From an optimization exercise on the open Yosys and OpenROAD flow, aimed at small area; shortcuts taken in it are not production practice.
Function not checked in this run: the RTL went through the layout flow alone.
No activity file was given, so power comes from the tool's default toggle rates.

==> flow/config.mk <==
export PLATFORM = sky130hd
export DESIGN_NAME = Pong
export DESIGN_NICKNAME = Pong
export VERILOG_FILES = /design/flow/design.v
export SDC_FILE = /design/flow/constraint.sdc
export NUM_CORES = 4
export LEC_CHECK = 0
export CAP_MARGIN = 20
export CORE_MARGIN = 2
export CORE_UTILIZATION = 40
export PLACE_DENSITY = 0.6
export SLEW_MARGIN = 20
==> flow/constraint.sdc <==
create_clock -name core_clock -period 6.0 [get_ports {clock}]
set_input_delay 1.2000 -clock core_clock [delete_from_list [all_inputs] [get_ports {clock}]]
set_output_delay 1.2000 -clock core_clock [all_outputs]
set_load 0.01 [all_outputs]
==> flow/design.v <==
module Pong (
    input clock,
    input reset,
    input p1_up,
    input p1_down,
    input p2_up,
    input p2_down,
    input start,
    output reg out_Hsync,
    output reg out_Vsync,
    output [3:0] out_Red,
    output [3:0] out_Green,
    output [3:0] out_Blue,
    output reg [3:0] p1_score,
    output reg [3:0] p2_score
    );
    reg [9:0] col, row;
    wire col_end = (col[9:8] == 2'b11) && (col[4:0] == 5'h1f);    
    wire row_end = row[9] && row[3] && row[2];                     
    always @(posedge clock) begin
        if (reset) begin
            col <= 0;
            row <= 0;
        end else if (col_end) begin
            col <= 0;
            row <= row_end ? 10'd0 : row + 1'b1;
        end else begin
            col <= col + 1'b1;
        end
    end
    always @(posedge clock) begin
        if (reset) begin
            out_Hsync <= 0;
            out_Vsync <= 0;
        end else begin
            out_Hsync <= !((col >= 655) && (col <= 751));
            out_Vsync <= !((row >= 489) && (row <= 491));
        end
    end
    reg [10:0] tcnt;
    reg tick;
    wire tcnt_end = tcnt[10] && tcnt[7] && tcnt[6] && tcnt[5] && tcnt[0];  
    always @(posedge clock) begin
        if (reset) begin
            tcnt <= 0;
            tick <= 0;
        end else begin
            tcnt <= tcnt_end ? 11'd0 : tcnt + 1'b1;
            tick <= tcnt_end;
        end
    end
    wire [3:0] btn = {p2_down, p2_up, p1_down, p1_up};
    reg  [3:0] deb;
    reg  [1:0] dst [0:3];
    reg  [3:0] dcnt [0:3];
    integer i;
    always @(posedge clock) begin
        for (i = 0; i < 4; i = i + 1) begin
            if (reset) begin
                deb[i] <= 0;
                dst[i] <= 2'b00;
            end else if (tick) begin
                case (dst[i])
                2'b00: begin
                    deb[i] <= 0;
                    dcnt[i] <= 0;
                    dst[i] <= btn[i] ? 2'b01 : 2'b00;
                end
                2'b01: begin
                    if (!btn[i]) dst[i] <= 2'b00;
                    else if (dcnt[i][3] && dcnt[i][1]) dst[i] <= 2'b10;
                    else dcnt[i] <= dcnt[i] + 1'b1;
                end
                2'b10: begin
                    deb[i] <= 1;
                    dcnt[i] <= 0;
                    dst[i] <= btn[i] ? 2'b10 : 2'b11;
                end
                2'b11: begin
                    if (btn[i]) dst[i] <= 2'b10;
                    else if (dcnt[i][3] && dcnt[i][1]) dst[i] <= 2'b00;
                    else dcnt[i] <= dcnt[i] + 1'b1;
                end
                endcase
            end
        end
    end
    reg [16:0] pc1, pc2;
    reg [4:0] py1, py2;
    wire pl1 = pc1[16] & pc1[15] & pc1[14] & pc1[13] & pc1[11] & pc1[6] & pc1[3];
    wire pl2 = pc2[16] & pc2[15] & pc2[14] & pc2[13] & pc2[11] & pc2[6] & pc2[3];
    always @(posedge clock) begin
        if (reset) begin
            pc1 <= 0;
            py1 <= 0;
        end else begin
            if (deb[0] ^ deb[1]) pc1 <= pl1 ? 17'd0 : pc1 + 1'b1;
            if (deb[0] && pl1 && py1 != 0) py1 <= py1 - 1'b1;
            else if (deb[1] && pl1 && py1 != 23) py1 <= py1 + 1'b1;
        end
    end
    always @(posedge clock) begin
        if (reset) begin
            pc2 <= 0;
            py2 <= 0;
        end else begin
            if (deb[2] ^ deb[3]) pc2 <= pl2 ? 17'd0 : pc2 + 1'b1;
            if (deb[2] && pl2 && py2 != 0) py2 <= py2 - 1'b1;
            else if (deb[3] && pl2 && py2 != 23) py2 <= py2 + 1'b1;
        end
    end
    localparam IDLE = 2'd0, RUNNING = 2'd1, SCORE = 2'd2, RESTART = 2'd3;
    reg [1:0] state;
    wire running = (state == RUNNING);
    reg [16:0] bc;
    reg [5:0] bx;
    reg [4:0] by;
    reg bxl, byu;    
    wire bl = bc[16] & bc[15] & bc[14] & bc[13] & bc[11] & bc[6] & bc[3];
    wire decx = bxl ? (bx != 0) : (bx == 39);
    wire decy = byu ? (by != 0) : (by == 29);
    always @(posedge clock) begin
        if (reset) begin
            bc <= 0;
        end else if (running) begin
            bc <= bl ? 17'd0 : bc + 1'b1;
        end
    end
    always @(posedge clock) begin
        if (reset || !running) begin
            bx <= 20;
            by <= 15;
            bxl <= 1;
            byu <= 1;
        end else if (bl) begin
            bx <= decx ? bx - 1'b1 : bx + 1'b1;
            by <= decy ? by - 1'b1 : by + 1'b1;
            bxl <= decx;
            byu <= decy;
        end
    end
    wire [4:0] pys = bx[5] ? py2 : py1;
    wire [5:0] pys_end = pys + 6;
    wire miss = (by < pys) || (by > pys_end);
    wire at_edge = (bx == 39) || (bx == 0);
    always @(posedge clock) begin
        if (reset) begin
            state <= IDLE;
            p1_score <= 0;
            p2_score <= 0;
        end else begin
            case (state)
            IDLE: state <= start ? RUNNING : IDLE;
            RUNNING: if (at_edge && miss) state <= SCORE;
            SCORE: begin
                if (bx[5]) begin
                    if (p1_score[3]) begin
                        p1_score <= 0;
                        p2_score <= 0;
                    end else begin
                        p1_score <= p1_score + 1'b1;
                    end
                end else begin
                    if (p2_score[3]) begin
                        p1_score <= 0;
                        p2_score <= 0;
                    end else begin
                        p2_score <= p2_score + 1'b1;
                    end
                end
                state <= RESTART;
            end
            RESTART: state <= IDLE;
            endcase
        end
    end
    wire [5:0] cc = col[9:4];
    wire [5:0] rc = row[9:4];
    wire [4:0] pyd = cc[5] ? py2 : py1;    
    wire [5:0] pyd_end = pyd + 6;
    wire on_paddle_col = (cc == 0) || (cc == 39);
    wire draw_now = (on_paddle_col && (rc >= pyd) && (rc <= pyd_end))
                  || (cc == bx && rc == {1'b0, by});
    reg d1, d2, d3;
    always @(posedge clock) begin
        if (reset) begin
            d1 <= 0;
            d2 <= 0;
            d3 <= 0;
        end else begin
            d1 <= draw_now;
            d2 <= d1;
            d3 <= d2;
        end
    end
    assign out_Red = {4{d3}};
    assign out_Green = {4{d3}};
    assign out_Blue = {4{d3}};
endmodule
==> flow/run.sh <==
#!/bin/bash
# synth_recipe.tcl (not shown) runs the flow's synth.tcl, then flattens the netlist and writes it again
# the make line also repeats each setting of config.mk as NAME=value (left out here)
make -C /OpenROAD-flow-scripts/flow DESIGN_CONFIG=/design/flow/config.mk WORK_HOME=/design/flow/orfs CLKGATE_MAP_FILE= SYNTH_SCRIPT=/design/flow/synth_recipe.tcl finish
==> results_dict.tcl <==
set metrics [dict create \
    drcViolationCount 0 \
    powerDensity_mw_per_mm2 257 \
    ant_nets 0 \
    grt_overflow 0 \
    synth-seq-cells 149 \
    ys_types 48 \
    synth_top_flop_cell "dfxtp_1" \
    cts_resized 0 \
    synth_common_cells "dfxtp_1, nor2_1, nand2_1" \
    row_count 51 \
    area_growth_pct 13.2 \
    syn_avg_cell_area_um2 8.89 \
    synth_area_mm2 0.00797 \
    layout-drive-gt1-share_pct 4.01 \
    cts_hold_buf 0 \
    dp.cells 1155 \
    syn_nets 961 \
    clock_sinks 149 \
    die-area_mm2 0.0211 \
    drtIter0Drc 262 \
    max_freq_ghz 0.315 \
    initial_utilization_pct 40.8 \
    hold_violations 0 \
    io_pins 29 \
    tns_ps 0 \
    wl_mm 15.2 \
    synth.area.top_cells "dfxtp_1, ha_1, xnor2_1" \
    grt_max_degree 47 \
    crit_buf_inv 0 \
    dieHeight_um 145 \
    synth_top_area_share_pct 33.4 \
    netlist_instances 897 \
    gp_congestion 0.772 \
    cpLargestDelayFamily "compound AO/OA/AOI/OAI gates" \
    peakVddDrop_v 0.000155 \
    max_slew_margin_pct 30.7 \
    path_cells "a41oi_1 -> a211oi_2 -> ha_1 -> nand3_1 -> o211ai_1 -> mux4_2 -> o2111ai_1" \
    core_region_area_mm2 0.0195 \
    cts_buffers 17 \
    setup_viol 0 \
    synthArstFlopShare_pct 0 \
    cts_root_buf "clkbuf_16" \
    ys_warn_count 3 \
    synth_edf_count 16 \
    place_hpwl_mm 10.3 \
    start_kind "flop" \
    grt_use_total_pct 14.9 \
    period_minus_slack_ps 3170 \
    cts_tree "done" \
    crit_type "reg2reg" \
    cp-end-kind "flop" \
    clk_pin_slew_worst_paths_ps 60 \
    vias_per_cell 5.11 \
    drt-pass1-iter-count 5 \
    crit_arrival_ps 3520 \
    min_period_over_period_pct 52.9 \
    antenna_cells 0 \
    grt_pass1_wl_mm 26.6 \
    via_count 6063 \
    yosys.area.top_type "dfxtp_1" \
    htree_levels 4 \
    fin_nets 973 \
    maxCapViolations 0 \
    grt_pass1_vias 5573 \
    p_leak_nw 3.37 \
    ys_seq_area_share_pct 39.4 \
    fillers 1954 \
    cpPeakStageDelay_ps 1000 \
    required_ps 6350 \
    skew_ps 7.76 \
    rsz0062_at_grt "no" \
    worst-path-max-fanout 26 \
    wl_per_cell_um 12.8 \
    antenna_found_initial 0 \
    io_buffer_count 28 \
    die_w_um 145 \
    status "complete, no violations" \
    critPathSlowestCell "dfxtp_1" \
    hp-class "reg2reg" \
    fin_cells 1187 \
    worst-slew-pin-transition_ps 1040 \
    slew_viol_final 0 \
    synth.most_common_cell "dfxtp_1" \
    post_cts.repair.setup_buffers 0 \
    cts.path.max_buffers 2 \
    clk_latency_ps 430 \
]
layer usage:
metal  track usage [%]  share of wire, %  wire [um]
met5                 0                 0          0
met4              5.59               1.3        200
met3              3.30               3.1        469
met2              23.2                44       6750
met1              20.3                51       7750
area by class of cell:
class                           instances  area [um2]  share of cell area, %
Multi-Input combinational cell        683        4550                   50.4
Sequential cell                       149        3140                   34.8
Clock buffer                           21         460                   5.10
Tap cell                              265         332                   3.67
Timing Repair Buffer                   29         283                   3.13
Clock inverter                         11         151                   1.68
Inverter                               29         109                   1.21
worst paths after layout:
path,from,slack (ps),end,cells after the start
max,bx[5]$_SDFFE_PP0P_,2830,bx[5]$_SDFFE_PP0P_,7
min,d1$_SDFF_PP0_,440,d2$_SDFF_PP0_,1
max reg2reg,bx[5]$_SDFFE_PP0P_,2830,bx[5]$_SDFFE_PP0P_,7
min reg2reg,d1$_SDFF_PP0_,440,d2$_SDFF_PP0_,1
power breakdown:
group	total, W	switching [W]	internal [W]	leakage (nW)
clock	0.00111	0.000435	0.000679	0.298
combinational	0.000168	0.0000994	0.0000686	1.82
sequential	0.00104	0.0000174	0.00102	1.25
registers in the layout (all words and copies together), names as in the netlist, 2 cells and up, named ones only:
register,cells
pc2,17
py1,5
p2_score,4
row,10
tcnt,11
dcnt,16
state,2
py2,5
by,5
deb,4
p1_score,4
pc1,17
bx,6
dst,4
col,10
bc,17
stage by stage:
stage / hold WS, ps / instance area (um2) / util (%) / setup slack (ps) / total power, W
3_5_place_dp: 425 / 8410 / 43.1 / 2480 / 0.00123
4_1_cts: 439 / 9020 / 46.2 / 2530 / 0.00235
3_3_place_gp: 420 / 8410 / 43.1 / 2570 / 0.00123
2_1_floorplan: 414 / 7970 / - / 3300 / 0.00119
6_report: 441 / 9030 / 46.2 / 2830 / 0.00232
5_1_grt: 453 / 9030 / 46.2 / 2600 / 0.00241
layout by cell type (no fill, tap or decap), types with 8 or more instances in the layout:
master           count
ha_1                53
nor2b_1             14
nor3_1              21
xor2_1              42
mux2i_1             33
xnor2_1             61
o21ai_0             21
nor2_1             127
nand4_1             25
clkbuf_16           17
a21oi_1             43
and3_1              14
nand2b_1             8
nand3_1             39
edfxtp_1            16
a31oi_1             14
and2_1              10
dfxtp_1            133
nor4_1              11
clkdlybuf4s50_1     27
inv_1               29
or3_1               12
nand2_1             65
worst reg2reg max path: stages (launching register included):
cell	delay (ps)
dfxtp_1	1000
a41oi_1	250
a211oi_2	600
ha_1	300
nand3_1	90
o211ai_1	230
mux4_2	530
o2111ai_1	90
kinds of logic after synthesis:
logic type	share of synthesized area [%]
compound gates	9.82
xor+xnor	11.3
fa+ha+maj	9.32
buf+inv	3.62
flops	39.4
mux	4.57
simple gates	21.9

separate check: timing with driven ports:
How much do the figures lean on ideal ports? The routed layout below was timed once more, with nothing changed but the port constraints. Step 1 assumes that a clkbuf_16 drives the clock port and a buf_2 every other input. Step 2 also shifts input and output timing later by t, the mid clock arrival at the registers, as if the neighbouring blocks saw the same clock. Three values: ideal ports, drivers, drivers and shift; two values: the first two.
shift t [ns]: 0.467
slack for setup (ns): 2.828 / 2.828 / 2.494
worst register clock-pin slew, ns: 0.07 / 0.07
worst data-port slew with drivers (ns): 0.04
pins driven straight from the clock port: 1
After both steps setup and hold are still met in this run. For this run, drivers alone change the setup slack by 0.000 ns; drivers and shift together by -0.334 ns.
